From an optimization exercise on the open Yosys and OpenROAD flow, aimed at small area and a short achievable clock period; shortcuts taken in it are not production practice. RTL that was checked went through simulation tests only; none was proved equivalent to the original.

==> module fp_mult, before the edit <==
module fp_mult (
    input  logic        clk,
    input  logic        load,
    input  logic        first,
    input  logic        store,
    input  logic [31:0] a,
    input  logic [31:0] b,
    output logic [31:0] result
);
    logic        sgn;        
    logic [7:0]  exp_s;      
    logic        zero;       
    logic [22:0] man_a;
    logic [23:0] man_b;      
    always @(posedge clk) begin
        if (load) begin
            sgn   <= a[31] ^ b[31];
            exp_s <= a[30:23] + b[30:23] + 8'd129;
            zero  <= (a[30:0] == 31'd0) || (b[30:0] == 31'd0);
            man_a <= a[22:0];
            man_b <= {1'b1, b[22:0]};
        end
        else begin
            man_b <= man_b >> 5;
        end
    end
    logic [4:0] digit;
    assign digit = man_b[4:0];
    logic [25:0] acc_s, acc_c;
    logic        acc_e;
    logic [25:0] x;
    assign x = {1'b1, man_a, 2'b00};
    logic [25:0] ns, nc;
    logic        ne;
    fp_mult_step step (.x(x),
                       .d(digit),
                       .s(first ? 26'd0 : acc_s),
                       .c(first ? 26'd0 : acc_c),
                       .e(acc_e & ~first),
                       .ns(ns),
                       .nc(nc),
                       .ne(ne));
    always @(posedge clk) begin
        acc_s <= ns;
        acc_c <= nc;
        acc_e <= ne;
    end
    logic [7:0] e2;
    logic       s2, z2;
    always @(posedge clk) begin
        e2 <= exp_s;
        s2 <= sgn;
        z2 <= zero;
    end
    logic [25:0] p;
    assign p = acc_s + acc_c + {25'd0, acc_e};
    logic [7:0]  e3;
    logic [22:0] m3;
    logic        ovf, unf;
    assign e3  = p[24] ? e2 + 8'd1 : e2;
    assign m3  = p[24] ? p[23:1] : p[22:0];
    assign ovf = p[24] ? (e2 == 8'hFE) : (e2 == 8'hFF);
    assign unf = p[24] ? (e2 == 8'hFF) : (e2 == 8'h00);
    always @(posedge clk) begin
        if (store) begin
            if (z2)
                result <= 32'd0;
            else if (ovf)
                result <= {s2, 8'hFF, 23'd0};
            else if (unf)
                result <= {s2, 8'h00, 23'd0};
            else
                result <= {s2, e3, m3};
        end
    end
endmodule
==> module fp_add, before the edit <==
module fp_add (
    input  logic        clk,
    input  logic        rst,
    input  logic        add,
    input  logic        update,
    input  logic        run,
    input  logic [31:0] b,
    output logic [31:0] sum
);
    logic [31:0] a;
    assign a = sum;
    logic za, zb;
    always @(posedge clk)
        za <= (a[30:0] == 31'd0);
    assign zb = (b[30:23] == 8'd0);
    logic [23:0] man_a, man_b;
    assign man_a = {~za, a[22:0]};
    assign man_b = {~zb, b[22:0]};
    logic       swap;
    logic [4:0] shamt;
    logic [8:0] diff;
    logic [7:0] mag;
    assign diff  = {1'b0, a[30:23]} - {1'b0, b[30:23]};
    assign swap  = diff[8];
    assign mag   = swap ? -diff[7:0] : diff[7:0];
    assign shamt = (mag[7:5] != 3'd0) ? 5'd31 : mag[4:0];
    logic        swap_r;
    logic [23:0] minor;
    always @(posedge clk) begin
        swap_r <= swap;
        minor  <= (swap ? man_a : man_b) >> shamt;
    end
    logic        larger;     
    logic        s_sgn;
    logic [7:0]  s_exp;
    logic [24:0] s_man;
    always @(posedge clk) begin
        if (add) begin
            s_sgn <= (za && zb) ? 1'b0 : (larger ? a[31] : b[31]);
            s_exp <= swap_r ? b[30:23] : a[30:23];
            s_man <= {1'b0, swap_r ? man_b : man_a} + {1'b0, minor};
        end
    end
    always @(posedge clk or negedge rst) begin
        if (!rst)
            larger <= 1'b0;
        else if (add && run)
            larger <= !swap && (diff[7:0] != 8'd0 || a[22:0] > b[22:0]);
    end
    logic norm;
    assign norm = s_man[24] && !s_man[23] && (s_exp != 8'd0);
    always @(posedge clk or negedge rst) begin
        if (!rst)
            sum <= 32'd0;
        else if (update)
            sum <= {s_sgn, s_exp + {7'd0, norm}, norm ? s_man[23:1] : s_man[22:0]};
    end
endmodule
clock: 12.0 ns
lec_check: 0
cap_margin: 20
core_margin: 2
core_utilization: 40
slew_margin: 20
standard.sh (not shown) runs the stock make flow with config.mk's settings and CLKGATE_MAP_FILE= SYNTH_SCRIPT=/design/flow/synth_recipe.tcl, a recipe that flattens the netlist after the stock synthesis.
==> flow/flow/run.sh <==
#!/bin/bash
set -euo pipefail
bash standard.sh finish SETUP_SLACK_MARGIN=8.5 "BUFFER_PORTS_ARGS=-buffer_cell sky130_fd_sc_hd__buf_2" > flow.log 2>&1
Change:
--- a/flow/design.v
+++ b/flow/design.v
@@ -6,30 +6,32 @@
     input  logic        store,
     input  logic [31:0] a,
     input  logic [31:0] b,
     output logic [31:0] result
 );
     logic        sgn;        
-    logic [7:0]  exp_s;      
-    logic        zero;       
+    logic [7:0]  exp_a, exp_b;
     logic [22:0] man_a;
     logic [23:0] man_b;      
+    logic        nz_b;       
     always @(posedge clk) begin
         if (load) begin
             sgn   <= a[31] ^ b[31];
-            exp_s <= a[30:23] + b[30:23] + 8'd129;
-            zero  <= (a[30:0] == 31'd0) || (b[30:0] == 31'd0);
+            exp_a <= a[30:23];
+            exp_b <= b[30:23];
             man_a <= a[22:0];
             man_b <= {1'b1, b[22:0]};
         end
         else begin
             man_b <= man_b >> 5;
         end
     end
     logic [4:0] digit;
     assign digit = man_b[4:0];
+    always @(posedge clk)
+        nz_b <= (first ? 1'b0 : nz_b) | (load ? |digit[2:0] : |digit);
     logic [25:0] acc_s, acc_c;
     logic        acc_e;
     logic [25:0] x;
     assign x = {1'b1, man_a, 2'b00};
     logic [25:0] ns, nc;
     logic        ne;
@@ -44,27 +46,33 @@
     always @(posedge clk) begin
         acc_s <= ns;
         acc_c <= nc;
         acc_e <= ne;
     end
     logic [7:0] e2;
-    logic       s2, z2;
+    logic       s2, z2, e2_ff, e2_fe, e2_00;
+    logic [7:0] e2n;
+    assign e2n = exp_a + exp_b + 8'd129;
     always @(posedge clk) begin
-        e2 <= exp_s;
-        s2 <= sgn;
-        z2 <= zero;
+        e2    <= e2n;
+        e2_ff <= (e2n == 8'hFF);
+        e2_fe <= (e2n == 8'hFE);
+        e2_00 <= (e2n == 8'h00);
+        s2    <= sgn;
+        z2    <= (exp_a == 8'd0 && man_a == 23'd0) ||
+                 (exp_b == 8'd0 && !nz_b && digit[2:0] == 3'd0);
     end
     logic [25:0] p;
     assign p = acc_s + acc_c + {25'd0, acc_e};
     logic [7:0]  e3;
     logic [22:0] m3;
     logic        ovf, unf;
     assign e3  = p[24] ? e2 + 8'd1 : e2;
     assign m3  = p[24] ? p[23:1] : p[22:0];
-    assign ovf = p[24] ? (e2 == 8'hFE) : (e2 == 8'hFF);
-    assign unf = p[24] ? (e2 == 8'hFF) : (e2 == 8'h00);
+    assign ovf = p[24] ? e2_fe : e2_ff;
+    assign unf = p[24] ? e2_ff : e2_00;
     always @(posedge clk) begin
         if (store) begin
             if (z2)
                 result <= 32'd0;
             else if (ovf)
                 result <= {s2, 8'hFF, 23'd0};
@@ -667,48 +675,48 @@
     input  logic [31:0] b,
     output logic [31:0] sum
 );
     logic [31:0] a;
     assign a = sum;
     logic za, zb;
-    always @(posedge clk)
+    always @(posedge clk) begin
         za <= (a[30:0] == 31'd0);
-    assign zb = (b[30:23] == 8'd0);
-    logic [23:0] man_a, man_b;
-    assign man_a = {~za, a[22:0]};
-    assign man_b = {~zb, b[22:0]};
+        zb <= (b[30:23] == 8'd0);
+    end
     logic       swap;
     logic [4:0] shamt;
     logic [8:0] diff;
     logic [7:0] mag;
-    assign diff  = {1'b0, a[30:23]} - {1'b0, b[30:23]};
-    assign swap  = diff[8];
-    assign mag   = swap ? -diff[7:0] : diff[7:0];
-    assign shamt = (mag[7:5] != 3'd0) ? 5'd31 : mag[4:0];
-    logic        swap_r;
-    logic [23:0] minor;
+    assign diff = {1'b0, a[30:23]} - {1'b0, b[30:23]};
+    assign mag  = diff[8] ? -diff[7:0] : diff[7:0];
     always @(posedge clk) begin
-        swap_r <= swap;
-        minor  <= (swap ? man_a : man_b) >> shamt;
+        swap  <= diff[8];
+        shamt <= (mag[7:5] != 3'd0) ? 5'd31 : mag[4:0];
     end
+    logic [23:0] man_a, man_b, major, minor;
+    assign man_a = {~za, a[22:0]};
+    assign man_b = {~zb, b[22:0]};
     logic        larger;     
     logic        s_sgn;
     logic [7:0]  s_exp;
     logic [24:0] s_man;
     always @(posedge clk) begin
+        major <= swap ? man_b : man_a;
+        minor <= (swap ? man_a : man_b) >> shamt;
         if (add) begin
             s_sgn <= (za && zb) ? 1'b0 : (larger ? a[31] : b[31]);
-            s_exp <= swap_r ? b[30:23] : a[30:23];
-            s_man <= {1'b0, swap_r ? man_b : man_a} + {1'b0, minor};
+            s_exp <= swap ? b[30:23] : a[30:23];
         end
     end
+    always @(posedge clk)
+        s_man <= {1'b0, major} + {1'b0, minor};
     always @(posedge clk or negedge rst) begin
         if (!rst)
             larger <= 1'b0;
         else if (add && run)
-            larger <= !swap && (diff[7:0] != 8'd0 || a[22:0] > b[22:0]);
+            larger <= (a[30:0] > b[30:0]);
     end
     logic norm;
     assign norm = s_man[24] && !s_man[23] && (s_exp != 8'd0);
     always @(posedge clk or negedge rst) begin
         if (!rst)
             sum <= 32'd0;
=>
- The changed run finished clean
- global-route usage falls by 3.9 points
- final cell count falls by a few percent
- non-clock buffer count falls by 131
- clock skew rises by 0.0091 ns
- critical path depth falls by 18
- flip-flop and latch count rises by 41
Only the layout flow was run in the first run of this note; the RTL was not checked for function there.

what the ideal ports hide:
How much do the figures lean on ideal ports? The routed layouts below were timed once more, with nothing changed but the port constraints. Step 1, drivers: a clkbuf_16 drives clk and a buf_2 each remaining input, both assumed. Step 2 moves the port delays by t, midway between the first and last clock arrival at a register: inputs arrive t later, outputs are due t later. That takes back most of the time a late clock gives input paths. Three values: no drivers, after step 1, after step 2; two values: the first two.
run	t, ns	slack for setup (ns)	worst hold slack (ns)	cell pins on the clock port's net
the first run	0.647	7.823 / 7.823 / 7.809	0.336 / 0.336 / 0.336	1
the second run	0.591	8.436 / 8.382 / 8.710	0.344 / 0.344 / 0.344	1
After both steps every run listed still meets setup and hold. For the first run, which loses most, drivers alone change the setup slack by 0.000 ns; drivers and shift together by -0.014 ns.
